Context: an optimization exercise on an open-source flow, tuned for small area. The choices shown serve that exercise and are no tape-out recipe.
Only simulation tests tie the RTL to the original design; equivalence was not proved.
Power is estimated from default activity; no workload was simulated.

==> flow/design.v <==
module fifo_registered (
    input clk,
    input reset_n,
    input in_tvalid,
    output in_tready,
    input [7:0] in_tdata,
    input in_tlast,
    output reg out_tvalid,
    input out_tready,
    output [7:0] out_tdata,
    output out_tlast
);
    reg [575:0] ring;        
    reg [5:0] w;             
    reg [5:0] q;             
    reg p1v, p2v;            
    reg [8:0] pa;            
    wire [8:0] din = {in_tlast, in_tdata};
    wire q_is_w1 = (q == w + 6'd1);      
    wire full = out_tvalid && (q == w);
    assign in_tready = !full;
    wire wr = in_tvalid && !full;
    wire adv = (!out_tvalid || out_tready) && !q_is_w1;
    wire land0 = wr && (w[2:0] == 3'd7);
    wire land1 = p1v && (w[2:0] == 3'd6);
    wire land2 = p2v && (w[2:0] == 3'd5);
    wire land = land0 | land1 | land2;
    wire [2:0] lrow = w[5:3] + 3'd1;
    wire [8:0] ldata = land0 ? din : pa;
    wire [8:0] ent [0:63];
    wire [8:0] row_q [0:7];
    genvar g;
    generate
        for (g = 0; g < 64; g = g + 1) begin : ents
            assign ent[g] = ring[9*g +: 9];
        end
        for (g = 0; g < 8; g = g + 1) begin : rows
            assign row_q[g] = ent[{g[2:0], q[2:0]}];
        end
    endgenerate
    wire [8:0] ring_q = row_q[q[5:3]];
    assign {out_tlast, out_tdata} = (p1v && q_is_w1) ? pa : ring_q;
    integer i;
    always @(posedge clk)
    begin
        ring <= {ring[566:0], ring[575:567]};
        for (i = 0; i < 8; i = i + 1)
            if (land && lrow == i)
                ring[72*i +: 9] <= ldata;
        if ((wr && !land0 && !(p1v && !land1)) || (land2 && p1v))
            pa <= din;
    end
    always @(posedge clk)
    begin
        if (!reset_n)
        begin
            w <= 0;
            q <= 6'd1;
            out_tvalid <= 0;
            p1v <= 0;
            p2v <= 0;
        end
        else
        begin
            if (out_tready && out_tvalid)
                out_tvalid <= 0;
            if (adv)
                out_tvalid <= 1;
            if (!wr)
                w <= w + 6'd1;
            if (!adv)
                q <= q + 6'd1;
            if (wr)
            begin
                p1v <= !land0;
                p2v <= p1v && !land1;
            end
            else
            begin
                if (land1)
                    p1v <= 0;
                if (land2)
                    p2v <= 0;
            end
        end
    end
endmodule
module labeler #(
    parameter DATA_WIDTH = 8
) (
    input aclk,
    input aresetn,
    input in_tvalid,
    output in_tready,
    input [DATA_WIDTH-1:0] in_tdata,
    input in_tlast,
    input [DATA_WIDTH-1:0] in_tid,
    output reg out_tvalid,
    input out_tready,
    output reg [DATA_WIDTH-1:0] out_tdata,
    output reg out_tlast
);
    reg next_beat_is_first;
    assign in_tready = (!out_tvalid || out_tready) && !hold_valid;
    reg hold_valid;
    reg [7:0] hold_data;
    reg hold_last;
    always @(posedge aclk)
    begin
        if (!aresetn)
        begin
            out_tvalid <= 0;
            next_beat_is_first <= 1;
            hold_valid <= 0;
        end
        else
        begin
            if (out_tready)
                out_tvalid <= 0;
            if (in_tready && in_tvalid)
            begin
                if (next_beat_is_first)
                begin
                    out_tvalid <= 1;
                    out_tdata <= in_tid;
                    out_tlast <= 0;
                    hold_valid <= 1;
                    hold_data <= in_tdata;
                    hold_last <= in_tlast;
                    next_beat_is_first <= 0;
                end
                else
                begin
                    out_tvalid <= 1;
                    out_tdata <= in_tdata;
                    out_tlast <= in_tlast;
                end
                if (in_tlast)
                    next_beat_is_first <= 1;
            end
            if (hold_valid && (!out_tvalid || out_tready))
            begin
                out_tvalid <= 1;
                out_tdata <= hold_data;
                out_tlast <= hold_last;
                hold_valid <= 0;
            end
        end
    end
endmodule
module unlabeler #(
    parameter DATA_WIDTH = 8
) (
    input aclk,
    input aresetn,
    input in_tvalid,
    output in_tready,
    input [DATA_WIDTH-1:0] in_tdata,
    input in_tlast,
    output reg out_tvalid,
    input out_tready,
    output reg [DATA_WIDTH-1:0] out_tdata,
    output reg out_tlast,
    output reg [DATA_WIDTH-1:0] out_tid
);
    reg next_beat_is_first;
    assign in_tready = !out_tvalid || out_tready;
    always @(posedge aclk)
    begin
        if (!aresetn)
        begin
            out_tvalid <= 0;
            next_beat_is_first <= 1;
        end
        else
        begin
            if (out_tready)
                out_tvalid <= 0;
            if (in_tready && in_tvalid)
            begin
                if (next_beat_is_first)
                begin
                    out_tid <= in_tdata;
                    next_beat_is_first <= 0;
                end
                else
                begin
                    out_tvalid <= 1;
                    out_tdata <= in_tdata;
                    out_tlast <= in_tlast;
                end
                if (in_tlast)
                    next_beat_is_first <= 1;
            end
        end
    end
endmodule
module axi_esdi_cmd_controller #(
    parameter DATA_SETUP = 6,
    parameter ACK_TO_NREQ = 6,
    parameter ATTN_TO_CMPL = 10,
    parameter BIT_TIMEOUT = 4000
) (
    input clk,
    input rst_n,
    input csr_awvalid,
    output csr_awready,
    input [4:0] csr_awaddr,
    input csr_wvalid,
    output csr_wready,
    input [31:0] csr_wdata,
    output reg csr_bvalid,
    input csr_bready,
    input csr_arvalid,
    output csr_arready,
    input [4:0] csr_araddr,
    output reg csr_rvalid,
    input csr_rready,
    output reg [31:0] csr_rdata,
    output interrupt,
    input esdi_transfer_req,
    input esdi_command_data,
    output esdi_transfer_ack,
    output esdi_confstat_data,
    output esdi_command_complete,
    output esdi_attention,
    output esdi_ready,
    output esdi_drive_selected
);
    reg write_addr_valid;
    reg write_data_valid;
    reg [2:0] write_addr;
    reg [31:0] write_data;
    assign csr_awready = !write_addr_valid;
    assign csr_wready = !write_data_valid;
    assign csr_arready = !csr_rvalid || csr_rready;
    reg [31:0] control_register;
    wire soft_reset = control_register[0];
    wire interface_enable = control_register[1];
    wire drive_selected = control_register[2];
    wire drive_ready = control_register[3];
    reg buffered_data_out_valid;
    reg [15:0] buffered_data_out;
    reg buffered_data_in_valid;
    reg [16:0] buffered_data_in;
    reg [2:0] state;
    reg sending;
    reg [4:0] bit_count;
    reg [11:0] cycle_count;
    reg [15:0] shreg;        
    reg par;                 
    reg transfer_ack;
    reg confstat_data;
    reg command_complete;
    reg command_pending;
    reg attention;
    reg [2:0] esdi_transfer_req_shift;
    reg [2:0] esdi_command_data_shift;
    assign esdi_transfer_ack = transfer_ack && drive_selected;
    assign esdi_confstat_data = confstat_data && drive_selected;
    assign esdi_command_complete = command_complete && interface_enable && drive_selected;
    assign esdi_attention = attention && drive_selected;
    assign esdi_ready = drive_ready && drive_selected;
    assign esdi_drive_selected = drive_selected;
    assign interrupt = command_pending;
    wire wfire = write_addr_valid && write_data_valid && (!csr_bvalid || csr_bready);
    wire rfire = csr_arvalid && (!csr_rvalid || csr_rready);
    wire [2:0] ra = csr_araddr[4:2];
    always @(posedge clk)
        if (!rst_n || (wfire && write_addr == 3'd0))
            control_register <= write_data & {32{rst_n}};
    wire bdi_load = state == 3'd2 && !esdi_transfer_req_shift[0] && bit_count == 17 && !sending;
    always @(posedge clk)
        if (!rst_n || bdi_load)
            buffered_data_in <= {!par, shreg} & {17{rst_n}};
    wire rs0 = rst_n && ra == 3'd0;
    wire rs1 = rst_n && ra == 3'd1;
    wire rs2 = rst_n && ra == 3'd2;
    wire rs3 = rst_n && ra == 3'd3;
    wire rs4 = rst_n && ra == 3'd4;
    wire [31:0] rnext = ({32{rs0}} & control_register)
                      | ({32{rs1}} & {28'h0, attention, command_pending, buffered_data_in_valid, buffered_data_out_valid})
                      | ({32{rs2}} & {15'h0, buffered_data_in})
                      | ({32{rs3}} & {31'h0, command_pending})
                      | ({32{rs4}} & {31'h0, attention});
    always @(posedge clk)
        if (!rst_n || (rfire && ra <= 3'd4))
            csr_rdata <= rnext;
    always @(posedge clk)
    begin
        if (!rst_n)
        begin
            transfer_ack <= 0;
            confstat_data <= 0;
            command_complete <= 1;
            attention <= 0;
            state <= 0;
            bit_count <= 0;
            sending <= 0;
            buffered_data_out_valid <= 0;
            buffered_data_in_valid <= 0;
            command_pending <= 0;
            write_addr_valid <= 0;
            write_data_valid <= 0;
            csr_bvalid <= 0;
            csr_rvalid <= 0;
        end
        else
        begin
            cycle_count <= cycle_count + 1'b1;
            esdi_transfer_req_shift <= {esdi_transfer_req, esdi_transfer_req_shift[2:1]};
            esdi_command_data_shift <= {esdi_command_data, esdi_command_data_shift[2:1]};
            case (state)
            3'd0: begin
                if (esdi_transfer_req_shift[0] && interface_enable)
                begin
                    if (bit_count != 16)
                        shreg <= {shreg[14:0], esdi_command_data_shift[0]};
                    par <= (bit_count != 0 && par) ^ (sending ? shreg[15] : esdi_command_data_shift[0]);
                    if (sending)
                        confstat_data <= (bit_count == 16) ? !par : shreg[15];
                    bit_count <= bit_count + 1'b1;
                    state <= 1;
                    cycle_count <= 0;
                    if (bit_count == 0)
                        command_complete <= 0;
                end
                else if ((bit_count != 0 || sending) && (cycle_count == BIT_TIMEOUT))
                begin
                    state <= 4;
                    cycle_count <= 0;
                end
            end
            3'd1: begin
                if (cycle_count == DATA_SETUP)
                begin
                    transfer_ack <= 1;
                    cycle_count <= 0;
                    state <= 2;
                end
            end
            3'd2: begin
                if (!esdi_transfer_req_shift[0])
                begin
                    cycle_count <= 0;
                    transfer_ack <= 0;
                    if (bit_count == 17)
                    begin
                        bit_count <= 0;
                        if (!sending)
                        begin
                            buffered_data_in_valid <= 1;
                            command_pending <= 1;
                            state <= 3;
                        end
                        else
                        begin
                            command_complete <= 1;
                            confstat_data <= 0;
                            state <= 0;
                            sending <= 0;
                        end
                    end
                    else
                        state <= 0;
                end
                else if (cycle_count == BIT_TIMEOUT)
                begin
                    state <= 4;
                    cycle_count <= 0;
                end
            end
            3'd3: begin
                if (!command_pending)
                begin
                    state <= 0;
                    cycle_count <= 0;
                    if (buffered_data_out_valid)
                    begin
                        sending <= 1;
                        buffered_data_out_valid <= 0;
                        shreg <= buffered_data_out;
                    end
                    else
                    begin
                        sending <= 0;
                        command_complete <= 1;
                    end
                end
            end
            3'd4: begin
                if (cycle_count == 0)
                    attention <= 1;
                else if (cycle_count == ATTN_TO_CMPL)
                begin
                    state <= 0;
                    bit_count <= 0;
                    sending <= 0;
                    command_complete <= 1;
                    transfer_ack <= 0;
                end
            end
            default: ;
            endcase
            if (soft_reset)
            begin
                attention <= 0;
                command_pending <= 0;
                buffered_data_out_valid <= 0;
                buffered_data_in_valid <= 0;
            end
            if (csr_bready)
                csr_bvalid <= 0;
            if (csr_rready)
                csr_rvalid <= 0;
            if (csr_awvalid && !write_addr_valid)
            begin
                write_addr_valid <= 1;
                write_addr <= csr_awaddr[4:2];
            end
            if (csr_wvalid && !write_data_valid)
            begin
                write_data_valid <= 1;
                write_data <= csr_wdata;
            end
            if (write_addr_valid && write_data_valid && (!csr_bvalid || csr_bready))
            begin
                write_addr_valid <= 0;
                write_data_valid <= 0;
                case (write_addr)
                    2 : begin
                        buffered_data_out_valid <= 1;
                        buffered_data_out <= write_data[15:0];
                    end
                    3 : if (write_data[0] == 0) command_pending <= 0;
                    4 : attention <= write_data[0];
                    default: ;
                endcase
                csr_bvalid <= 1;
            end
            if (csr_arvalid && (!csr_rvalid || csr_rready))
            begin
                if (csr_araddr[4:2] == 3'd2)
                    buffered_data_in_valid <= 0;
                csr_rvalid <= 1;
            end
        end
    end
endmodule
module sector_timer #(
    parameter PULSE_WIDTH = 500
) (
    input clk,
    input rst_n,
    input csr_awvalid,
    output csr_awready,
    input [4:0] csr_awaddr,
    input csr_wvalid,
    output csr_wready,
    input [31:0] csr_wdata,
    output reg csr_bvalid,
    input csr_bready,
    input csr_arvalid,
    output csr_arready,
    input [4:0] csr_araddr,
    output reg csr_rvalid,
    input csr_rready,
    output reg [31:0] csr_rdata,
    output reg esdi_index,
    output reg esdi_sector,
    output reg [31:0] cycle_count,
    output reg [7:0] sector_number,
    output interrupt
);
    reg write_addr_valid;
    reg write_data_valid;
    reg [2:0] write_addr;
    reg [31:0] write_data;
    assign csr_awready = !write_addr_valid;
    assign csr_wready = !write_data_valid;
    assign csr_arready = !csr_rvalid || csr_rready;
    reg enable;
    reg interrupt_enable;
    reg [31:0] sector_length;
    reg [31:0] interrupt_time;
    reg [7:0] num_sectors;
    reg interrupt_time_reached;
    assign interrupt = interrupt_time_reached && interrupt_enable;
    always @(posedge clk)
    begin
        if (!rst_n)
        begin
            enable <= 0;
            interrupt_enable <= 0;
            sector_length <= 0;
            num_sectors <= 0;
            cycle_count <= 0;
            sector_number <= 0;
            esdi_index <= 0;
            esdi_sector <= 0;
            write_addr_valid <= 0;
            write_data_valid <= 0;
            csr_bvalid <= 0;
            csr_rvalid <= 0;
            csr_rdata <= 0;
            interrupt_time_reached <= 0;
            interrupt_time <= 0;
        end
        else
        begin
            if (enable)
            begin
                cycle_count <= cycle_count + 1'b1;
                if (cycle_count == 0)
                begin
                    if (sector_number == 0)
                        esdi_index <= 1;
                    else
                        esdi_sector <= 1;
                end
                else if (cycle_count == PULSE_WIDTH)
                begin
                    esdi_index <= 0;
                    esdi_sector <= 0;
                end
                else if (cycle_count == sector_length)
                begin
                    cycle_count <= 0;
                    if (sector_number + 1'b1 == num_sectors)
                        sector_number <= 0;
                    else
                        sector_number <= sector_number + 1'b1;
                end
                if (cycle_count == interrupt_time)
                    interrupt_time_reached <= 1;
            end
            else
            begin
                cycle_count <= 0;
                sector_number <= 0;
                esdi_index <= 0;
                esdi_sector <= 0;
            end
            if (csr_bready)
                csr_bvalid <= 0;
            if (csr_rready)
                csr_rvalid <= 0;
            if (csr_awvalid && !write_addr_valid)
            begin
                write_addr_valid <= 1;
                write_addr <= csr_awaddr[4:2];
            end
            if (csr_wvalid && !write_data_valid)
            begin
                write_data_valid <= 1;
                write_data <= csr_wdata;
            end
            if (write_addr_valid && write_data_valid && (!csr_bvalid || csr_bready))
            begin
                write_addr_valid <= 0;
                write_data_valid <= 0;
                case (write_addr)
                    0 : begin
                        enable <= write_data[0];
                        interrupt_enable <= write_data[1];
                    end
                    1 : sector_length <= write_data;
                    2 : num_sectors <= write_data[7:0];
                    5 : interrupt_time <= write_data;
                    default: ;
                endcase
                csr_bvalid <= 1;
            end
            if (csr_arvalid && (!csr_rvalid || csr_rready))
            begin
                case (csr_araddr[4:2])
                    0 : begin
                        csr_rdata <= {29'b0, interrupt_time_reached, interrupt_enable, enable};
                        interrupt_time_reached <= 0;
                    end
                    1 : csr_rdata <= sector_length;
                    2 : csr_rdata <= {24'b0, num_sectors};
                    3 : csr_rdata <= {24'b0, sector_number};
                    4 : csr_rdata <= cycle_count;
                    5 : csr_rdata <= interrupt_time;
                    default: ;
                endcase
                csr_rvalid <= 1;
            end
        end
    end
endmodule
module read_datapath (
    input clk,
    input rst_n,
    input csr_awvalid,
    output csr_awready,
    input [4:0] csr_awaddr,
    input csr_wvalid,
    output csr_wready,
    input [31:0] csr_wdata,
    output reg csr_bvalid,
    input csr_bready,
    input csr_arvalid,
    output csr_arready,
    input [4:0] csr_araddr,
    output reg csr_rvalid,
    input csr_rready,
    output reg [31:0] csr_rdata,
    input parallel_tvalid,
    output parallel_tready,
    input [7:0] parallel_tdata,
    input parallel_tlast,
    input [7:0] parallel_tid,
    input [7:0] sector_number,
    input cycle_count_zero,
    input esdi_read_gate,
    output esdi_read_data,
    output reg esdi_read_clock,
    output reg read_data_valid,
    output reg esdi_read_data_ungated
);
    reg write_addr_valid;
    reg write_data_valid;
    reg [2:0] write_addr;
    reg [31:0] write_data;
    assign csr_awready = !write_addr_valid;
    assign csr_wready = !write_data_valid;
    assign csr_arready = !csr_rvalid || csr_rready;
    reg [31:0] control_register;
    wire silence = control_register[0];
    reg [6:0] clocks_per_halfbit;
    reg [3:0] esdi_read_gate_shift;
    reg [7:0] clock_counter;
    reg reading;
    reg hold_valid;
    reg [7:0] hold_data;
    reg hold_last;
    reg [7:0] hold_id;
    reg [6:0] shift_reg;
    reg shift_reg_last;
    reg [2:0] bit_count;
    reg underflow;
    reg missed_deadline;
    assign parallel_tready = !hold_valid;
    assign esdi_read_data = esdi_read_data_ungated && !esdi_read_gate_shift[1] && !silence;
    wire [7:0] clock_counter_inc = clock_counter + 1'b1;
    wire cph_nz = |clocks_per_halfbit;
    wire half_match = cph_nz && (clock_counter_inc == {1'b0, clocks_per_halfbit});
    wire full_match = cph_nz && (clock_counter_inc == {clocks_per_halfbit, 1'b0});
    always @(posedge clk)
    begin
        esdi_read_gate_shift <= {esdi_read_gate, esdi_read_gate_shift[3:1]};
        if (!rst_n)
        begin
            control_register <= 0;
            clocks_per_halfbit <= 5;
            write_addr_valid <= 0;
            write_data_valid <= 0;
            csr_bvalid <= 0;
            csr_rvalid <= 0;
            csr_rdata <= 0;
            hold_valid <= 0;
            clock_counter <= 0;
            reading <= 0;
            underflow <= 0;
            missed_deadline <= 0;
            read_data_valid <= 0;
            esdi_read_clock <= 0;
            esdi_read_data_ungated <= 0;
        end
        else
        begin
            read_data_valid <= 0;
            if (parallel_tvalid && !hold_valid)
            begin
                hold_valid <= 1;
                hold_data <= parallel_tdata;
                hold_last <= parallel_tlast;
                hold_id <= parallel_tid;
            end
            if (cycle_count_zero && hold_valid && hold_id == sector_number)
            begin
                reading <= 1;
                shift_reg_last <= 0;
                bit_count <= 3'b111;
            end
            clock_counter <= clock_counter_inc;
            if (half_match)
            begin
                esdi_read_clock <= 1;
            end
            else if (full_match)
            begin
                clock_counter <= 0;
                esdi_read_clock <= 0;
                read_data_valid <= 1;
                if (reading)
                begin
                    bit_count <= bit_count + 1'b1;
                    if (bit_count == 3'b111)
                    begin
                        if (shift_reg_last)
                        begin
                            reading <= 0;
                            esdi_read_data_ungated <= 0;
                        end
                        else
                        begin
                            if (!hold_valid)
                                underflow <= 1;
                            shift_reg <= hold_data[6:0];
                            shift_reg_last <= hold_last;
                            hold_valid <= 0;
                            esdi_read_data_ungated <= hold_data[7];
                        end
                    end
                    else
                    begin
                        shift_reg <= {shift_reg[5:0], 1'b0};
                        esdi_read_data_ungated <= shift_reg[6];
                    end
                end
                else
                begin
                    esdi_read_data_ungated <= 0;
                end
            end
            if (!esdi_read_gate_shift[1] && esdi_read_gate_shift[0])
            begin
                if (!reading)
                    missed_deadline <= 1;
            end
            if (csr_bready)
                csr_bvalid <= 0;
            if (csr_rready)
                csr_rvalid <= 0;
            if (csr_awvalid && !write_addr_valid)
            begin
                write_addr_valid <= 1;
                write_addr <= csr_awaddr[4:2];
            end
            if (csr_wvalid && !write_data_valid)
            begin
                write_data_valid <= 1;
                write_data <= csr_wdata;
            end
            if (write_addr_valid && write_data_valid && (!csr_bvalid || csr_bready))
            begin
                write_addr_valid <= 0;
                write_data_valid <= 0;
                case (write_addr)
                    0 : control_register <= write_data;
                    1 : begin
                            missed_deadline <= write_data[1];
                            underflow <= write_data[0];
                        end
                    2 : clocks_per_halfbit <= write_data[6:0];
                    default: ;
                endcase
                csr_bvalid <= 1;
            end
            if (csr_arvalid && (!csr_rvalid || csr_rready))
            begin
                case (csr_araddr[4:2])
                    0 : csr_rdata <= control_register;
                    1 : csr_rdata <= {30'b0, missed_deadline, underflow};
                    2 : csr_rdata <= {25'h0, clocks_per_halfbit};
                    default: ;
                endcase
                csr_rvalid <= 1;
            end
        end
    end
endmodule
module write_datapath (
    input aclk,
    input aresetn,
    input csr_awvalid,
    output csr_awready,
    input [4:0] csr_awaddr,
    input csr_wvalid,
    output csr_wready,
    input [31:0] csr_wdata,
    output reg csr_bvalid,
    input csr_bready,
    input csr_arvalid,
    output csr_arready,
    input [4:0] csr_araddr,
    output reg csr_rvalid,
    input csr_rready,
    output reg [31:0] csr_rdata,
    input [7:0] sector_number,
    input cycle_count_two,
    input esdi_write_gate,
    input esdi_write_clock,
    input esdi_write_data,
    input esdi_read_data_ungated,
    input read_data_valid,
    output interrupt,
    output parallel_tvalid,
    input parallel_tready,
    output [7:0] parallel_tdata,
    output parallel_tlast,
    output reg [7:0] parallel_tid
);
    reg write_addr_valid;
    reg write_data_valid;
    reg [2:0] write_addr;
    reg [31:0] write_data;
    assign csr_awready = !write_addr_valid;
    assign csr_wready = !write_data_valid;
    assign csr_arready = !csr_rvalid || csr_rready;
    reg [3:0] esdi_write_gate_shift;
    reg [3:0] esdi_write_clock_shift;
    reg [3:0] esdi_write_data_shift;
    reg [31:0] control_register;
    wire enable;
    wire soft_reset;
    wire interrupt_enable;
    assign enable = control_register[0];
    assign soft_reset = control_register[1];
    assign interrupt_enable = control_register[2];
    reg [9:0] unformatted_sector_length;
    reg sector_complete;
    reg sector_dirty;
    reg send_out;
    reg sector_discard;
    reg fifo_in_valid;
    wire fifo_in_ready;
    reg [7:0] fifo_in_data;
    reg fifo_in_last;
    wire fifo_out_valid;
    reg write_clock_edge;
    reg new_bit_valid;
    reg new_bit;
    reg active;
    reg [7:0] current_sector;
    reg new_byte_valid;
    reg [7:0] data_in;
    reg [2:0] bit_count;
    reg [9:0] byte_count;
    reg overflow;
    reg new_sector;
    reg new_sector_dirty;
    reg sector_missed;
    reg [7:0] new_sector_number;
    assign interrupt = new_sector & interrupt_enable;
    fifo_registered fifo_of_uncertainty (
        .clk            (aclk),
        .reset_n        (!(sector_discard | !aresetn | soft_reset)),
        .in_tvalid      (fifo_in_valid),
        .in_tready      (fifo_in_ready),
        .in_tdata       (fifo_in_data),
        .in_tlast       (fifo_in_last),
        .out_tvalid     (fifo_out_valid),
        .out_tready     (parallel_tready & send_out),
        .out_tdata      (parallel_tdata),
        .out_tlast      (parallel_tlast)
    );
    assign parallel_tvalid = fifo_out_valid & send_out;
    always @(posedge aclk)
    begin
        esdi_write_gate_shift <= {esdi_write_gate, esdi_write_gate_shift[3:1]};
        esdi_write_clock_shift <= {esdi_write_clock, esdi_write_clock_shift[3:1]};
        esdi_write_data_shift <= {esdi_write_data, esdi_write_data_shift[3:1]};
        write_clock_edge <= 0;
        new_bit_valid <= 0;
        new_byte_valid <= 0;
        sector_discard <= 0;
        if (!aresetn)
        begin
            control_register <= 0;
            write_addr_valid <= 0;
            write_data_valid <= 0;
            csr_bvalid <= 0;
            csr_rvalid <= 0;
            csr_rdata <= 0;
            active <= 0;
            overflow <= 0;
            new_sector <= 0;
            new_sector_dirty <= 0;
            sector_missed <= 0;
            fifo_in_valid <= 0;
            send_out <= 0;
            sector_complete <= 0;
            unformatted_sector_length <= 0;
            new_sector_number <= 0;
        end
        else
        begin
            if (!esdi_write_clock_shift[0] && esdi_write_clock_shift[1])         
                write_clock_edge <= 1;
            if (!esdi_write_gate_shift[0])
            begin
                if (write_clock_edge)
                begin
                    new_bit_valid <= 1;
                    new_bit <= esdi_write_data_shift[0];
                end
            end
            else if (read_data_valid)
            begin
                new_bit_valid <= 1;
                new_bit <= esdi_read_data_ungated;
            end
            if (fifo_in_ready)
                fifo_in_valid <= 0;
            if (parallel_tvalid && parallel_tready && parallel_tlast)
                send_out <= 0;
            if (enable)
            begin
                if (cycle_count_two)
                begin
                    active <= 1;
                    bit_count <= 0;
                    byte_count <= 0;
                    sector_dirty <= 0;
                    current_sector <= sector_number;
                end
                if (new_bit_valid && active)
                begin
                    bit_count <= bit_count + 1;
                    data_in <= {data_in[6:0], new_bit};
                    if (bit_count == 3'b111)
                    begin
                        byte_count <= byte_count + 1;
                        new_byte_valid <= 1;
                    end
                end
                if (new_byte_valid && active)
                begin
                    fifo_in_valid <= 1;
                    fifo_in_data <= data_in;
                    if (byte_count == unformatted_sector_length)
                    begin
                        fifo_in_last <= 1;
                        active <= 0;
                        sector_complete <= 1;
                    end
                    else
                    begin
                        fifo_in_last <= 0;
                    end
                    if (fifo_in_valid)
                        overflow <= 1;
                end
                if (!esdi_write_gate_shift[1] && active)
                    sector_dirty <= 1;
                if (sector_complete)
                begin
                    sector_complete <= 0;
                    new_sector <= 1;
                    if (new_sector)
                        sector_missed <= 1;
                    new_sector_dirty <= sector_dirty;
                    new_sector_number <= current_sector;
                    if (sector_dirty)
                    begin
                        send_out <= 1;
                        parallel_tid <= current_sector;
                    end
                    else
                    begin
                        fifo_in_valid <= 0;
                        sector_discard <= 1;
                    end
                end
            end
            if (soft_reset)
            begin
                control_register <= 0;
                active <= 0;
                fifo_in_valid <= 0;
                overflow <= 0;
                sector_complete <= 0;
                new_sector <= 0;
                new_sector_dirty <= 0;
                sector_missed <= 0;
                send_out <= 0;
            end
            if (csr_bready)
                csr_bvalid <= 0;
            if (csr_rready)
                csr_rvalid <= 0;
            if (csr_awvalid && csr_awready)
            begin
                write_addr_valid <= 1;
                write_addr <= csr_awaddr[4:2];
            end
            if (csr_wvalid && csr_wready)
            begin
                write_data_valid <= 1;
                write_data <= csr_wdata;
            end
            if (write_addr_valid && write_data_valid && (!csr_bvalid || csr_bready))
            begin
                write_addr_valid <= 0;
                write_data_valid <= 0;
                case (write_addr)
                    0 : control_register <= write_data;
                    1 : begin
                        sector_missed <= write_data[3];
                        new_sector <= write_data[1];
                        overflow <= write_data[0];
                    end
                    3 : unformatted_sector_length <= write_data[9:0];
                endcase
                csr_bvalid <= 1;
            end
            if (csr_arvalid && (!csr_rvalid || csr_rready))
            begin
                case (csr_araddr[4:2])
                    0 : csr_rdata <= control_register;
                    1 : csr_rdata <= {29'b0, sector_missed, new_sector_dirty, new_sector, overflow};
                    2 : csr_rdata <= {24'b0, new_sector_number};
                    3 : csr_rdata <= {22'b0, unformatted_sector_length};
                endcase
                csr_rvalid <= 1;
            end
        end
    end
endmodule
module esdi_core (
    input  clk,
    input  rst_n,
    input  cmd_awvalid,
    output cmd_awready,
    input  [4:0] cmd_awaddr,
    input  cmd_wvalid,
    output cmd_wready,
    input  [31:0] cmd_wdata,
    output cmd_bvalid,
    input  cmd_bready,
    output [1:0] cmd_bresp,
    input  cmd_arvalid,
    output cmd_arready,
    input  [4:0] cmd_araddr,
    output cmd_rvalid,
    input  cmd_rready,
    output [31:0] cmd_rdata,
    output [1:0] cmd_rresp,
    input  tmr_awvalid,
    output tmr_awready,
    input  [4:0] tmr_awaddr,
    input  tmr_wvalid,
    output tmr_wready,
    input  [31:0] tmr_wdata,
    output tmr_bvalid,
    input  tmr_bready,
    output [1:0] tmr_bresp,
    input  tmr_arvalid,
    output tmr_arready,
    input  [4:0] tmr_araddr,
    output tmr_rvalid,
    input  tmr_rready,
    output [31:0] tmr_rdata,
    output [1:0] tmr_rresp,
    input  rd_awvalid,
    output rd_awready,
    input  [4:0] rd_awaddr,
    input  rd_wvalid,
    output rd_wready,
    input  [31:0] rd_wdata,
    output rd_bvalid,
    input  rd_bready,
    output [1:0] rd_bresp,
    input  rd_arvalid,
    output rd_arready,
    input  [4:0] rd_araddr,
    output rd_rvalid,
    input  rd_rready,
    output [31:0] rd_rdata,
    output [1:0] rd_rresp,
    input  wr_awvalid,
    output wr_awready,
    input  [4:0] wr_awaddr,
    input  wr_wvalid,
    output wr_wready,
    input  [31:0] wr_wdata,
    output wr_bvalid,
    input  wr_bready,
    output [1:0] wr_bresp,
    input  wr_arvalid,
    output wr_arready,
    input  [4:0] wr_araddr,
    output wr_rvalid,
    input  wr_rready,
    output [31:0] wr_rdata,
    output [1:0] wr_rresp,
    input  mm2s_tvalid,
    output mm2s_tready,
    input  [7:0] mm2s_tdata,
    input  mm2s_tlast,
    output s2mm_tvalid,
    input  s2mm_tready,
    output [7:0] s2mm_tdata,
    output s2mm_tlast,
    output cmd_irq,
    output tmr_irq,
    output wr_irq,
    input  esdi_transfer_req,
    input  esdi_command_data,
    output esdi_transfer_ack,
    output esdi_confstat_data,
    output esdi_command_complete,
    output esdi_attention,
    output esdi_ready,
    output esdi_drive_selected,
    output esdi_index,
    output esdi_sector,
    input  esdi_read_gate,
    output esdi_read_data,
    output esdi_read_clock,
    input  esdi_write_gate,
    input  esdi_write_clock,
    input  esdi_write_data
);
    wire [31:0] cycle_count;
    wire [7:0]  sector_number;
    wire        cc_zero = (cycle_count == 32'd0);
    wire        cc_two  = (cycle_count == 32'd2);
    wire        rd_in_tvalid;
    wire        rd_in_tready;
    wire [7:0]  rd_in_tdata;
    wire        rd_in_tlast;
    wire [7:0]  rd_in_tid;
    wire        wr_out_tvalid;
    wire        wr_out_tready;
    wire [7:0]  wr_out_tdata;
    wire        wr_out_tlast;
    wire [7:0]  wr_out_tid;
    wire        read_data_valid;
    wire        esdi_read_data_ungated;
    assign cmd_bresp = 2'b00;
    assign cmd_rresp = 2'b00;
    assign tmr_bresp = 2'b00;
    assign tmr_rresp = 2'b00;
    assign rd_bresp = 2'b00;
    assign rd_rresp = 2'b00;
    assign wr_bresp = 2'b00;
    assign wr_rresp = 2'b00;
    axi_esdi_cmd_controller #(.BIT_TIMEOUT(4000)) u_cmd (
        .clk (clk),
        .rst_n (rst_n),
        .csr_awvalid (cmd_awvalid),
        .csr_awready (cmd_awready),
        .csr_awaddr (cmd_awaddr),
        .csr_wvalid (cmd_wvalid),
        .csr_wready (cmd_wready),
        .csr_wdata (cmd_wdata),
        .csr_bvalid (cmd_bvalid),
        .csr_bready (cmd_bready),
        .csr_arvalid (cmd_arvalid),
        .csr_arready (cmd_arready),
        .csr_araddr (cmd_araddr),
        .csr_rvalid (cmd_rvalid),
        .csr_rready (cmd_rready),
        .csr_rdata (cmd_rdata),
        .interrupt (cmd_irq),
        .esdi_transfer_req (esdi_transfer_req),
        .esdi_command_data (esdi_command_data),
        .esdi_transfer_ack (esdi_transfer_ack),
        .esdi_confstat_data (esdi_confstat_data),
        .esdi_command_complete (esdi_command_complete),
        .esdi_attention (esdi_attention),
        .esdi_ready (esdi_ready),
        .esdi_drive_selected (esdi_drive_selected)
    );
    sector_timer u_tmr (
        .clk (clk),
        .rst_n (rst_n),
        .csr_awvalid (tmr_awvalid),
        .csr_awready (tmr_awready),
        .csr_awaddr (tmr_awaddr),
        .csr_wvalid (tmr_wvalid),
        .csr_wready (tmr_wready),
        .csr_wdata (tmr_wdata),
        .csr_bvalid (tmr_bvalid),
        .csr_bready (tmr_bready),
        .csr_arvalid (tmr_arvalid),
        .csr_arready (tmr_arready),
        .csr_araddr (tmr_araddr),
        .csr_rvalid (tmr_rvalid),
        .csr_rready (tmr_rready),
        .csr_rdata (tmr_rdata),
        .esdi_index (esdi_index),
        .esdi_sector (esdi_sector),
        .cycle_count (cycle_count),
        .sector_number (sector_number),
        .interrupt (tmr_irq)
    );
    unlabeler u_unlabel (
        .aclk           (clk),
        .aresetn        (rst_n),
        .in_tvalid      (mm2s_tvalid),
        .in_tready      (mm2s_tready),
        .in_tdata       (mm2s_tdata),
        .in_tlast       (mm2s_tlast),
        .out_tvalid     (rd_in_tvalid),
        .out_tready     (rd_in_tready),
        .out_tdata      (rd_in_tdata),
        .out_tlast      (rd_in_tlast),
        .out_tid        (rd_in_tid)
    );
    read_datapath u_rd (
        .clk (clk),
        .rst_n (rst_n),
        .csr_awvalid (rd_awvalid),
        .csr_awready (rd_awready),
        .csr_awaddr (rd_awaddr),
        .csr_wvalid (rd_wvalid),
        .csr_wready (rd_wready),
        .csr_wdata (rd_wdata),
        .csr_bvalid (rd_bvalid),
        .csr_bready (rd_bready),
        .csr_arvalid (rd_arvalid),
        .csr_arready (rd_arready),
        .csr_araddr (rd_araddr),
        .csr_rvalid (rd_rvalid),
        .csr_rready (rd_rready),
        .csr_rdata (rd_rdata),
        .parallel_tvalid (rd_in_tvalid),
        .parallel_tready (rd_in_tready),
        .parallel_tdata (rd_in_tdata),
        .parallel_tlast (rd_in_tlast),
        .parallel_tid (rd_in_tid),
        .sector_number (sector_number),
        .cycle_count_zero (cc_zero),
        .esdi_read_gate (esdi_read_gate),
        .esdi_read_data (esdi_read_data),
        .esdi_read_clock (esdi_read_clock),
        .read_data_valid (read_data_valid),
        .esdi_read_data_ungated (esdi_read_data_ungated)
    );
    write_datapath u_wr (
        .aclk (clk),
        .aresetn (rst_n),
        .csr_awvalid (wr_awvalid),
        .csr_awready (wr_awready),
        .csr_awaddr (wr_awaddr),
        .csr_wvalid (wr_wvalid),
        .csr_wready (wr_wready),
        .csr_wdata (wr_wdata),
        .csr_bvalid (wr_bvalid),
        .csr_bready (wr_bready),
        .csr_arvalid (wr_arvalid),
        .csr_arready (wr_arready),
        .csr_araddr (wr_araddr),
        .csr_rvalid (wr_rvalid),
        .csr_rready (wr_rready),
        .csr_rdata (wr_rdata),
        .sector_number (sector_number),
        .cycle_count_two (cc_two),
        .esdi_write_gate (esdi_write_gate),
        .esdi_write_clock (esdi_write_clock),
        .esdi_write_data (esdi_write_data),
        .esdi_read_data_ungated (esdi_read_data_ungated),
        .read_data_valid (read_data_valid),
        .interrupt (wr_irq),
        .parallel_tvalid (wr_out_tvalid),
        .parallel_tready (wr_out_tready),
        .parallel_tdata (wr_out_tdata),
        .parallel_tlast (wr_out_tlast),
        .parallel_tid (wr_out_tid)
    );
    labeler u_label (
        .aclk           (clk),
        .aresetn        (rst_n),
        .in_tvalid      (wr_out_tvalid),
        .in_tready      (wr_out_tready),
        .in_tdata       (wr_out_tdata),
        .in_tlast       (wr_out_tlast),
        .in_tid         (wr_out_tid),
        .out_tvalid     (s2mm_tvalid),
        .out_tready     (s2mm_tready),
        .out_tdata      (s2mm_tdata),
        .out_tlast      (s2mm_tlast)
    );
endmodule
==> flow/flow/run.sh <==
#!/bin/bash
# The standard ORFS layout with these changes:
#  - synthesis: the standard flow's synthesis script with an area-oriented ABC script
#    for the combinational logic (registers are mapped as in the standard
#    synthesis);
#  - port buffers use the smallest buffer (buf_1);
#  - clock tree synthesis uses small clock buffers and adds no dummy loads.
# Each step's full output is in synth.log / layout.log here and in ORFS's
# own logs under orfs/logs/.
set -euo pipefail
here=$(pwd)
export AREA_ABC_SCRIPT="$here/flow/abc_area.script"
cat flow/abc_override.tcl synth_recipe.tcl > synth_area.tcl
sed "s|SYNTH_SCRIPT=[^ ]*|SYNTH_SCRIPT=$here/synth_area.tcl|" standard.sh > standard_area.sh
grep -q "SYNTH_SCRIPT=$here/synth_area.tcl" standard_area.sh
export BUFFER_PORTS_ARGS="-buffer_cell sky130_fd_sc_hd__buf_1"
export CTS_ARGS="-sink_clustering_enable -repair_clock_nets -dont_use_dummy_load -sink_clustering_size 16 -sink_clustering_max_diameter 60 -buf_list sky130_fd_sc_hd__clkbuf_8"
bash standard_area.sh synth > synth.log 2>&1
bash standard_area.sh finish > layout.log 2>&1
==> flow/flow/abc_area.script <==
strash
 &get -n
 &deepsyn -T 30
 &put
 dc2
 dch -f
 amap -m -F 4 -A 10
 topo
 dnsize -c
==> flow/flow/abc_override.tcl <==
# Prepended to the standard synthesis script (synth_recipe.tcl): ABC maps
# the combinational logic with an area-oriented script (flow/abc_area.script)
# instead of ORFS's speed script. Flip-flop mapping and every other step are
# unchanged, so the registers are the standard synthesis's.
proc abc {args} {
  set i [lsearch -exact $args -script]
  if {$i >= 0} {
    set args [lreplace $args $i [expr {$i + 1}] -script $::env(AREA_ABC_SCRIPT)]
  }
  yosys abc {*}$args
}
==> flow/standard.sh <==
#!/bin/bash
# synth_recipe.tcl (not shown) runs the flow's synth.tcl, then flattens the netlist and writes it again
# the make line also repeats each setting of config.mk as NAME=value (left out here)
make -C /OpenROAD-flow-scripts/flow DESIGN_CONFIG=/design/flow/config.mk WORK_HOME=/design/flow/orfs CLKGATE_MAP_FILE= SYNTH_SCRIPT=/design/flow/synth_recipe.tcl "${@:-finish}"
==> flow/config.mk <==
export PLATFORM = sky130hd
export DESIGN_NAME = esdi_core
export DESIGN_NICKNAME = esdi_core
export VERILOG_FILES = /design/flow/design.v
export SDC_FILE = /design/flow/constraint.sdc
export NUM_CORES = 4
export LEC_CHECK = 0
export CAP_MARGIN = 5
export CORE_MARGIN = 2
export CORE_UTILIZATION = 70
export PLACE_DENSITY = 0.8
export SLEW_MARGIN = 5
==> flow/constraint.sdc <==
create_clock -name core_clock -period 10.0 [get_ports {clk}]
set_input_delay 2.0000 -clock core_clock [delete_from_list [all_inputs] [get_ports {clk}]]
set_output_delay 2.0000 -clock core_clock [all_outputs]
set_load 0.01 [all_outputs]
==> results.py, run 1 <==
metrics = {
    "clock_tree": {
        "clk_path_buf_depth": 3,
        "cts_num_sinks": 1365,
        "ctsHoldBuffers": 0,
        "postCtsSetupRepairBufs": 0,
        "insertion_delay_ns": 0.75,
        "numCtsBuffers": 95,
        "h-tree-depth": 3,
        "clockRootBuffer": "clkbuf_8",
        "cts_tree": "yes",
        "clk_pin_slew_ns": 0.09,
        "cts.repair.resized": 0,
    },
    "flow_run": {
        "drv_cap": 0,
    },
    "status": {
        "status": "complete, no violations",
    },
    "sta": {
        "slew_viol_final": 0,
        "slew_headroom_pct": 20.2,
        "clock_skew_ns": 0.0692,
        "hold_violations": 0,
        "setup_tns_ns": 0,
        "worst_slew_pin_slew_ns": 1.20,
        "fin_crit_ns": 5.97,
        "rsz0062_at_grt": "no",
        "fmax_ghz": 0.167,
        "hold-worst-slack_ns": 0.318,
        "final.period_utilization_pct": 59.7,
        "setup_viol": 0,
    },
    "critical_path": {
        "crit_arrival_ns": 6.51,
        "crit_type": "primary input to register",
        "cp-start-kind": "primary input",
        "required_ns": 10.53,
        "cp_max_fo": 31,
        "endpoint_kind": "register",
    },
    "final_layout": {
        "final_common_cell": "dfxtp_1",
        "layout-drive-gt1-share_pct": 4.24,
        "final_cell_mix": "dfxtp_1, clkinv_1, edfxtp_1",
        "final.fill_count": 4079,
        "largest_reg_flops": 576,
        "syn2layout_area_growth_pct": 9.40,
        "fin_cells": 4949,
        "top_register": "u_wr.fifo_of_uncertainty.ring",
        "final_nets": 4337,
    },
    "die": {
        "die_w_um": 256,
        "rows": 92,
        "fp.coreArea_um2": 63000,
        "die_y_um": 256,
        "fp.dieArea_um2": 65700,
        "start_util_pct": 70.8,
        "boundaryPins": 395,
    },
    "synthesis": {
        "ys_top_cells_by_area": "dfxtp_1, edfxtp_1, clkinv_1",
        "syn_area_um2": 44600,
        "async_reset_ff_share_pct": 0,
        "netlist-cell-type-count": 53,
        "synth_edf_count": 392,
        "netlist.area_leader.share_pct": 43.7,
        "ys_warn_count": 7,
        "ys_seq_area_share_pct": 70.1,
        "synth_flop_cell": "dfxtp_1",
        "netlist_instances": 3590,
        "ys_ff_latch": 1365,
        "avgSynthCellArea_um2": 12.4,
        "yosys.area.top_type": "dfxtp_1",
    },
    "pwr": {
        "p_per_area_nw_per_um2": 190,
        "ir_drop_mv": 0.132,
        "p_leak_nw": 16.4,
    },
    "global_route": {
        "grt_pass1_wl_mm": 176,
        "grt_antenna_before_repair": 5,
        "grt_overflow_total": 0,
        "grt_pass1_vias": 30700,
        "grt.total_usage_pct": 34.4,
        "grt_max_degree": 65,
    },
    "placement": {
        "portBuffers": 362,
        "place.gp.congestion": 0.971,
        "dp_hpwl_mm": 77.5,
        "dpl.cell_count": 4850,
    },
    "route": {
        "drtAntennaViolNets": 0,
        "vias_per_cell": 6.51,
        "wl_per_cell_um": 23.4,
        "drc": 0,
        "totalWireLength_mm": 116,
        "drt_iter0_markers": 4546,
        "firstDrtPassIters": 10,
        "vias": 32200,
    },
    "worst_hold_path": {
        "hold_class": "register to register",
    },
}
-- worst max-delay path, stage by stage --
cell and delay, ns:
clkbuf_4 0.35, clkinv_2 0.33, or3_1 0.46, nor2_1 0.72, clkinv_1 1.18, nand2_1 1.27
o21ai_0 0.17
-- final cells by class --
cell class / count / area (µm²) / share of cell area [%]
tap: 846 / 1060 / 2.17
clock buffer: 95 / 1310 / 2.68
multi-input combinational: 1801 / 11800 / 24.2
sequential: 1365 / 31300 / 64.1
antenna: 4 / 10.0 / 0.0205
inverter: 422 / 1590 / 3.25
timing repair buffer: 416 / 1770 / 3.63
-- power breakdown --
| part | internal (W) | switching (W) |
|---|---|---|
| clock network | 0.000853 | 0.00159 |
| logic | 0.000236 | 0.000694 |
| registers | 0.00581 | 0.0000692 |
-- per-stage QoR --
stage / area, µm² / utilization [%] / setup slack (ns) / power, W
after floorplan: 44600 / - / 3.45 / 0.00649
after global placement: 47400 / 75.4 / 3.58 / 0.00689
after detailed placement: 47400 / 75.4 / 3.47 / 0.00691
after CTS: 48800 / 77.4 / 4.17 / 0.00925
after global routing: 48800 / 77.4 / 3.76 / 0.00953
final: 48800 / 77.5 / 4.03 / 0.00925
-- synth_stat cells (4+ instances only) --
cell / count
a22oi_1: 97
nor3_1: 64
nand4_1: 17
o22a_1: 100
nand3_1: 44
o32a_1: 5
o2111ai_1: 4
a21oi_1: 92
a222oi_1: 147
clkinv_1: 422
a31o_1: 6
edfxtp_1: 392
a31oi_1: 69
or3_1: 12
and3_1: 29
a32o_1: 54
nor2_1: 178
o32ai_1: 6
nor4_1: 36
o22ai_1: 235
dfxtp_1: 973
o21a_1: 10
or2_0: 10
a211oi_1: 9
a32oi_1: 4
nor2b_1: 92
o221ai_1: 8
nand2_1: 163
a22o_1: 47
a221oi_1: 50
ha_1: 29
buf_4: 16
o21ai_0: 140
-- worst paths after layout --
check                                                       start                                 end  slack, ns  cells after the start
worst min-delay path            u_wr.fifo_of_uncertainty.ring[26]   u_wr.fifo_of_uncertainty.ring[35]       0.32                      0
worst min register to register  u_wr.fifo_of_uncertainty.ring[26]   u_wr.fifo_of_uncertainty.ring[35]       0.32                      0
worst max register to register      u_wr.fifo_of_uncertainty.q[2]  u_wr.fifo_of_uncertainty.ring[151]       4.83                     11
worst max-delay path                                        rst_n             u_tmr.sector_length[30]       4.03                      7
-- cell families (layout without fill, tap and decap cells) --
logic type               after synthesis  in the layout  share of synthesized area [%]
multiplexers                           1              1                         0.0225
adder cells (fa/ha/maj)               29             29                          0.814
other                                  1             20                        0.00841
flip-flops                          1365           1365                           70.1
AO/OA/AOI/OAI                       1100           1100                           18.2
AND/OR/NAND/NOR                      654            654                           6.98
buffers and inverters                439            933                           3.83
XOR/XNOR                               1              1                         0.0197
-- layer usage --
layer	GRT usage (%)	up-vias	share of wire, %
met5	0	-	0.022
met4	13.8	4	4.2
met3	6.44	323	9.5
met2	53.8	1769	46
met1	48.1	15500	40
li1	-	14600	-
==> inputs of run 2 (changes only) <==
--- a/flow/flow/run.sh
+++ b/flow/flow/run.sh
@@ -16,3 +16,3 @@
 export BUFFER_PORTS_ARGS="-buffer_cell sky130_fd_sc_hd__buf_1"
-export CTS_ARGS="-sink_clustering_enable -repair_clock_nets -dont_use_dummy_load -sink_clustering_size 16 -sink_clustering_max_diameter 60 -buf_list sky130_fd_sc_hd__clkbuf_8"
+export CTS_ARGS="-sink_clustering_enable -repair_clock_nets -dont_use_dummy_load -sink_clustering_size 10 -sink_clustering_max_diameter 45 -buf_list sky130_fd_sc_hd__clkbuf_4"
 bash standard_area.sh synth > synth.log 2>&1
--- a/flow/config.mk
+++ b/flow/config.mk
@@ -7,3 +7,3 @@
 export LEC_CHECK = 0
-export CAP_MARGIN = 5
+export CAP_MARGIN = 20
 export CORE_MARGIN = 2
@@ -11,2 +11,2 @@
 export PLACE_DENSITY = 0.8
-export SLEW_MARGIN = 5
+export SLEW_MARGIN = 20
==> run 2 against run 1 <==
Compared with the run above:
- first-iteration DRC count down 7.2%
- synthesized cell count unchanged
- largest power group unchanged
- critical endpoint is now u_tmr.interrupt_time[3]
- count of clock-buffer cells in the layout up 63
- via count up 0.84%
- critical path depth unchanged
- largest cell class unchanged
- non-clock buffer count did not move
- global-route usage up 0.28 points
- flip-flop and latch count did not move
- wire length increased by 0.30%
- final area down 0.22%
- fmax rose by 11%
- die area is the same
==> results.py, run 2 <==
metrics = {
    "sta": {
        "slew_viol_final": 0,
        "fin_crit_ns": 5.38,
        "hold_violations": 0,
        "clock_skew_ns": 0.0829,
        "worst_slew_pin_slew_ns": 1.19,
        "final.period_utilization_pct": 53.8,
        "setup_tns_ns": 0,
        "setup_viol": 0,
        "fmax_ghz": 0.186,
        "slew_headroom_pct": 20.3,
        "rsz0062_at_grt": "no",
    },
    "synthesis": {
        "async_reset_ff_share_pct": 0,
        "yosys.area.top_type": "dfxtp_1",
        "synth.most_common_cell": "dfxtp_1",
        "synth_commonest_cells": "dfxtp_1, clkinv_1, edfxtp_1",
        "ys_top_cells_by_area": "dfxtp_1, edfxtp_1, clkinv_1",
        "synth_flop_cell": "dfxtp_1",
        "netlist-cell-type-count": 53,
        "netlist_instances": 3590,
        "ys_ff_latch": 1365,
        "synth_edf_count": 392,
        "avgSynthCellArea_um2": 12.4,
        "syn_area_um2": 44600,
        "ys_seq_area_share_pct": 70.1,
        "netlist.area_leader.share_pct": 43.7,
        "ys_warn_count": 7,
    },
    "die": {
        "die_w_um": 256,
        "fp.coreArea_um2": 63000,
        "fp.dieArea_um2": 65700,
        "boundaryPins": 395,
        "die_y_um": 256,
        "rows": 92,
        "start_util_pct": 70.8,
    },
    "clock_tree": {
        "h-tree-depth": 4,
        "cts_num_sinks": 1365,
        "clockRootBuffer": "clkbuf_4",
        "cts.repair.resized": 0,
        "numCtsBuffers": 158,
        "clk_pin_slew_ns": 0.11,
        "insertion_delay_ns": 1.07,
        "ctsHoldBuffers": 0,
        "cts_tree": "yes",
        "postCtsSetupRepairBufs": 0,
        "clk_path_buf_depth": 3,
    },
    "critical_path": {
        "cp-start-kind": "primary input",
        "critPathSlowestCell": "nand2_1",
        "cp_max_fo": 31,
        "crit_type": "primary input to register",
        "path_buf_inv": 3,
        "ff2ff_setup_slack_ns": 4.65,
        "path_delay_family": "simple AND/OR/NAND/NOR gates",
        "slowest_delay_ns": 1.17,
        "required_ns": 10.81,
        "rr_endpoint": "u_wr.fifo_of_uncertainty.ring[151]",
        "rr_worst_depth": 11,
        "r2r-start": "u_wr.fifo_of_uncertainty.q[2]",
        "endpoint_kind": "register",
        "crit_arrival_ns": 6.20,
        "worstPathCellList": "clkbuf_4, clkinv_2, or3_1, nor2_1, clkinv_1, nand2_1, o22ai_1",
    },
    "global_route": {
        "grt_pass1_vias": 31200,
        "grt_antenna_before_repair": 7,
        "grt.total_usage_pct": 34.7,
        "grt_pass1_wl_mm": 177,
        "grt_max_degree": 65,
        "grt_overflow_total": 0,
    },
    "route": {
        "drtAntennaViolNets": 0,
        "firstDrtPassIters": 8,
        "vias_per_cell": 6.47,
        "drt_iter0_markers": 4218,
        "drc": 0,
        "vias": 32500,
        "wl_per_cell_um": 23.1,
        "totalWireLength_mm": 116,
    },
    "placement": {
        "portBuffers": 362,
        "dpl.cell_count": 4850,
        "place.gp.congestion": 0.971,
        "dp_hpwl_mm": 77.5,
    },
    "worst_hold_path": {
        "min_from": "u_wr.fifo_of_uncertainty.ring[170]",
        "hold_class": "register to register",
        "min_path_cells": 0,
        "holdPathEnd": "u_wr.fifo_of_uncertainty.ring[179]",
    },
    "status": {
        "status": "complete, no violations",
    },
    "final_layout": {
        "final_nets": 4400,
        "final.fill_count": 4143,
        "regArea_um2": 31300,
        "multiInputGateArea_um2": 11800,
        "final_cell_mix": "dfxtp_1, clkinv_1, edfxtp_1",
        "syn2layout_area_growth_pct": 9.16,
        "top_register": "u_wr.fifo_of_uncertainty.ring",
        "fin_cells": 5015,
        "layout-drive-gt1-share_pct": 5.79,
        "largest_reg_flops": 576,
        "final_common_cell": "dfxtp_1",
    },
    "flow_run": {
        "drv_cap": 0,
    },
    "pwr": {
        "ir_drop_mv": 0.133,
        "power.total_w": 0.00917,
        "p_leak_nw": 16.4,
        "p_per_area_nw_per_um2": 188,
    },
}
-- run 2: report_power, final --
group          switching (W)  total [W]  internal (W)  leakage (nW)
Clock                0.00163    0.00236      0.000728         0.727
Combinational       0.000695   0.000932      0.000237          4.16
Sequential         0.0000695    0.00588       0.00581          11.6
-- run 2: worst register-to-register path: stages, from the launching register on --
cell	delay [ns]
dfxtp_1	0.60
clkinv_1	0.46
o21ai_0	0.29
a2111oi_0	0.11
nor2_1	0.34
nand2_1	0.52
o311a_1	0.33
or3_1	0.39
nor2_1	0.91
buf_4	0.33
clkinv_1	0.53
o22a_1	0.43
-- run 2: kinds of logic after synthesis --
group	Yosys count	synth area share, %
mux	1	0.0225
other cells	1	0.00841
flops	1365	70.1
compound gates	1100	18.2
simple gates	654	6.98
buf+inv	439	3.83
fa+ha+maj	29	0.814
xor+xnor	1	0.0197
-- run 2: layout make-up --
| cell class | count | area share (%) |
|---|---|---|
| inverter | 422 | 3.26 |
| tap | 846 | 2.18 |
| sequential | 1365 | 64.2 |
| antenna | 7 | 0.0360 |
| multi-input combinational | 1801 | 24.2 |
| clock buffer | 158 | 2.44 |
| timing repair buffer | 416 | 3.63 |
-- run 2: metal layers --
| metal | vias up | GRT usage (%) | part of all wire [%] |
|---|---|---|---|
| met5 | - | 0 | 0.034 |
| met4 | 6 | 14.7 | 4.2 |
| met3 | 336 | 7.41 | 9.9 |
| met2 | 1839 | 54.7 | 46 |
| met1 | 15500 | 47.1 | 40 |
| li1 | 14800 | - | - |
-- run 2: worst max-delay path by stage --
| stage | startpoint | to | slack (ns) | cells past startpoint |
|---|---|---|---|---|
| 2_1_floorplan | rst_n | u_rd.control_register[10] | 3.45 | 5 |
| 3_3_place_gp | rst_n | u_tmr.sector_length[30] | 3.58 | 7 |
| 3_5_place_dp | rst_n | u_tmr.sector_length[30] | 3.49 | 7 |
| 4_1_cts | rst_n | u_tmr.sector_length[3] | 4.57 | 7 |
| 5_1_grt | rst_n | u_tmr.interrupt_time[9] | 4.36 | 7 |
| 6_report | rst_n | u_tmr.interrupt_time[3] | 4.62 | 7 |
-- run 2: stage by stage --
| step | hold WS [ns] | setup WS (ns) | area (µm²) | utilization, % |
|---|---|---|---|---|
| 2_1_floorplan | 0.310 | 3.45 | 44600 | - |
| 3_3_place_gp | 0.311 | 3.58 | 47400 | 75.4 |
| 3_5_place_dp | 0.313 | 3.49 | 47400 | 75.4 |
| 4_1_cts | 0.312 | 4.57 | 48600 | 77.2 |
| 5_1_grt | 0.316 | 4.36 | 48600 | 77.3 |
| 6_report | 0.312 | 4.62 | 48700 | 77.3 |
==> inputs of run 3 (changes only) <==
--- a/flow/config.mk
+++ b/flow/config.mk
@@ -9,4 +9,4 @@
 export CORE_MARGIN = 2
-export CORE_UTILIZATION = 70
-export PLACE_DENSITY = 0.8
+export CORE_UTILIZATION = 78
+export PLACE_DENSITY = 0.86
 export SLEW_MARGIN = 20
==> run 3 against run 2 <==
Compared with the run above:
- still clean
- clock power rose by 2%
- non-clock buffer count did not move
- cell count fell by 1.8%
- sequential share of layout area rose by 0.14 points
- first-iteration DRC count rose by 37%
- worst setup slack got worse by 0.14 ns
- critical path type unchanged
- highest routed layer unchanged
==> results.py, run 3 <==
metrics = {
    "critical_path": {
        "endpoint_kind": "register",
        "required_ns": 10.84,
        "critPathSlowestCell": "nand2_1",
        "cp-start-kind": "primary input",
        "worstPathCellList": "clkbuf_4, clkinv_2, or3_1, nor2_1, clkinv_1, nand2_1, o22ai_1",
        "crit_arrival_ns": 6.36,
        "path_delay_family": "simple AND/OR/NAND/NOR gates",
        "slowest_delay_ns": 1.23,
        "crit_type": "primary input to register",
        "cp_max_fo": 28,
        "path_buf_inv": 3,
    },
    "clock_tree": {
        "clockRootBuffer": "clkbuf_4",
        "h-tree-depth": 4,
        "insertion_delay_ns": 1.09,
        "clk_path_buf_depth": 3,
        "cts.repair.resized": 0,
        "clk_pin_slew_ns": 0.10,
        "cts_num_sinks": 1365,
        "postCtsSetupRepairBufs": 0,
        "numCtsBuffers": 157,
        "cts_tree": "yes",
        "ctsHoldBuffers": 0,
    },
    "global_route": {
        "grt_antenna_before_repair": 3,
        "grt_pass1_vias": 35100,
        "grt_max_degree": 61,
        "grt.total_usage_pct": 44.1,
        "grt_overflow_total": 0,
        "grt_pass1_wl_mm": 200,
    },
    "route": {
        "wl_met2_mm": 61.1,
        "drtAntennaViolNets": 0,
        "met3_length_mm": 16.9,
        "drc": 0,
        "vias_per_cell": 7.11,
        "vias": 35000,
        "firstDrtPassIters": 15,
        "totalWireLength_mm": 132,
        "drt_iter0_markers": 5760,
        "wl_per_cell_um": 26.8,
        "drt-met1-wl_mm": 45.6,
        "maxUsedRoutingLayer": "met5",
    },
    "synthesis": {
        "ys_warn_count": 7,
        "synth_edf_count": 392,
        "avgSynthCellArea_um2": 12.4,
        "syn_area_um2": 44600,
        "synth_flop_cell": "dfxtp_1",
        "synth.most_common_cell": "dfxtp_1",
        "ys_ff_latch": 1365,
        "synth_commonest_cells": "dfxtp_1, clkinv_1, edfxtp_1",
        "ys_top_cells_by_area": "dfxtp_1, edfxtp_1, clkinv_1",
        "ys_seq_area_share_pct": 70.1,
        "async_reset_ff_share_pct": 0,
        "netlist-cell-type-count": 53,
        "yosys.area.top_type": "dfxtp_1",
        "netlist_instances": 3590,
        "netlist.area_leader.share_pct": 43.7,
    },
    "sta": {
        "clock_skew_ns": 0.0965,
        "setup_viol": 0,
        "fmax_ghz": 0.181,
        "hold_violations": 0,
        "final.period_utilization_pct": 55.2,
        "worst_slew_pin_slew_ns": 1.27,
        "hold-worst-slack_ns": 0.277,
        "slew_viol_final": 0,
        "fin_crit_ns": 5.52,
        "slew_headroom_pct": 14.8,
        "setup_tns_ns": 0,
        "fin_ws_ns": 4.48,
        "rsz0062_at_grt": "no",
    },
    "die": {
        "boundaryPins": 395,
        "fp.coreArea_um2": 56500,
        "die_w_um": 243,
        "die_y_um": 243,
        "rows": 87,
        "fp.dieArea_um2": 59100,
        "start_util_pct": 78.9,
    },
    "pwr": {
        "p_leak_nw": 16.4,
        "power.total_w": 0.00926,
        "ir_drop_mv": 0.397,
        "p_per_area_nw_per_um2": 191,
    },
    "final_layout": {
        "final_common_cell": "dfxtp_1",
        "largest_reg_flops": 576,
        "top_register": "u_wr.fifo_of_uncertainty.ring",
        "utilization_pct": 85.9,
        "layout-drive-gt1-share_pct": 5.65,
        "syn2layout_area_growth_pct": 8.93,
        "final_nets": 4399,
        "final_cell_mix": "dfxtp_1, clkinv_1, edfxtp_1",
    },
    "placement": {
        "place.gp.congestion": 0.950,
        "dp_slack_ns": 3.59,
        "dp_hpwl_mm": 87.2,
        "portBuffers": 362,
    },
    "status": {
        "status": "complete, no violations",
    },
    "flow_run": {
        "drv_cap": 0,
    },
    "worst_hold_path": {
        "hold_class": "register to register",
    },
}
==> run 3: cell counts after synthesis <==
Identical to the previous run, type by type.
==> run 3: layer usage <==
metal  GRT usage, %  up-vias
li1               -    14800
met1           55.0    16500
met2           70.2     2986
met3           12.5      765
met4           24.0        2
met5              0        -
==> run 3: path summary, 6_finish.rpt <==
kind / endpoint / startpoint / slack (ns) / cells after the start
hold reg to reg: u_wr.fifo_of_uncertainty.ring[286] / u_wr.fifo_of_uncertainty.ring[277] / 0.28 / 0
setup reg to reg: u_tmr.cycle_count[30] / u_tmr.cycle_count[1] / 5.09 / 19
setup / recovery: u_tmr.interrupt_time[10] / rst_n / 4.48 / 7
hold / removal: u_wr.fifo_of_uncertainty.ring[286] / u_wr.fifo_of_uncertainty.ring[277] / 0.28 / 0
==> run 3: logic make-up after synthesis <==
logic type	share of synthesized area [%]
flip-flops	70.1
AO/OA/AOI/OAI	18.2
AND/OR/NAND/NOR	6.98
buffers and inverters	3.83
adder cells (fa/ha/maj)	0.814
other	0.00841
XOR/XNOR	0.0197
multiplexers	0.0225
==> run 3: worst reg2reg max path, delay by kind of cell, from the launching register on <==
| kind | cells | cell delay, ns |
|---|---|---|
| simple gates | 15 | 3.77 |
| flops | 1 | 0.52 |
| fa+ha+maj | 1 | 0.25 |
| compound gates | 2 | 0.24 |
| buf+inv | 1 | 0.10 |
==> run 3: where the power goes <==
part | total, W | internal (W) | leakage, nW | switching (W)
clock | 0.00240 | 0.000724 | 0.722 | 0.00167
sequential | 0.00589 | 0.00581 | 11.6 | 0.0000793
combinational | 0.000980 | 0.000239 | 4.15 | 0.000741
total | 0.00926 | 0.00677 | 16.4 | 0.00249
==> run 3: through the flow <==
stage	cell area, µm²	std cells
floorplan	44600	3605
global placement	47300	4758
detailed placement	47300	4759
CTS	48500	4916
global route	48500	4922
finish	48600	4925
==> run 3: final cells by class <==
cell class / instances / area [µm²]
diodes: 8 / 20.0
clock buffers: 157 / 1180
fillers: 2562 / 7940
inverters: 422 / 1590
multi-input cells: 1801 / 11800
flip-flops and latches: 1365 / 31300
well taps: 756 / 946
repair buffers: 416 / 1800

-- separate check: timing with driven ports --
How much do the figures lean on ideal ports? The routed layouts below were timed once more, with nothing changed but the port constraints.
Step 1 sets driving cells, clkbuf_16 on the clock port and buf_2 on the other inputs (assumed; they add their load-dependent delay and slew).
Step 2, shift: input delay + t, output delay - t, t = (earliest + latest rising clock arrival at the registers) / 2. This alone moves slack from input paths to output paths.
Three values: no drivers, after step 1, after step 2; two values: the first two.
run | t (ns) | setup slack, ns | worst setup path at the end | slew at the worst register clock pin (ns)
run 1 | 0.776 | 4.026 / 4.067 / 3.290 | input to register | 0.11 / 0.11
run 2 | 1.085 | 4.618 / 4.654 / 3.570 | input to register | 0.11 / 0.11
run 3 | 1.127 | 4.478 / 4.521 / 3.395 | input to register | 0.12 / 0.12
After both steps every run listed still meets setup and hold. The setup slack of run 3, which loses most, moves by +0.043 ns with the drivers and by -1.083 ns with both steps.
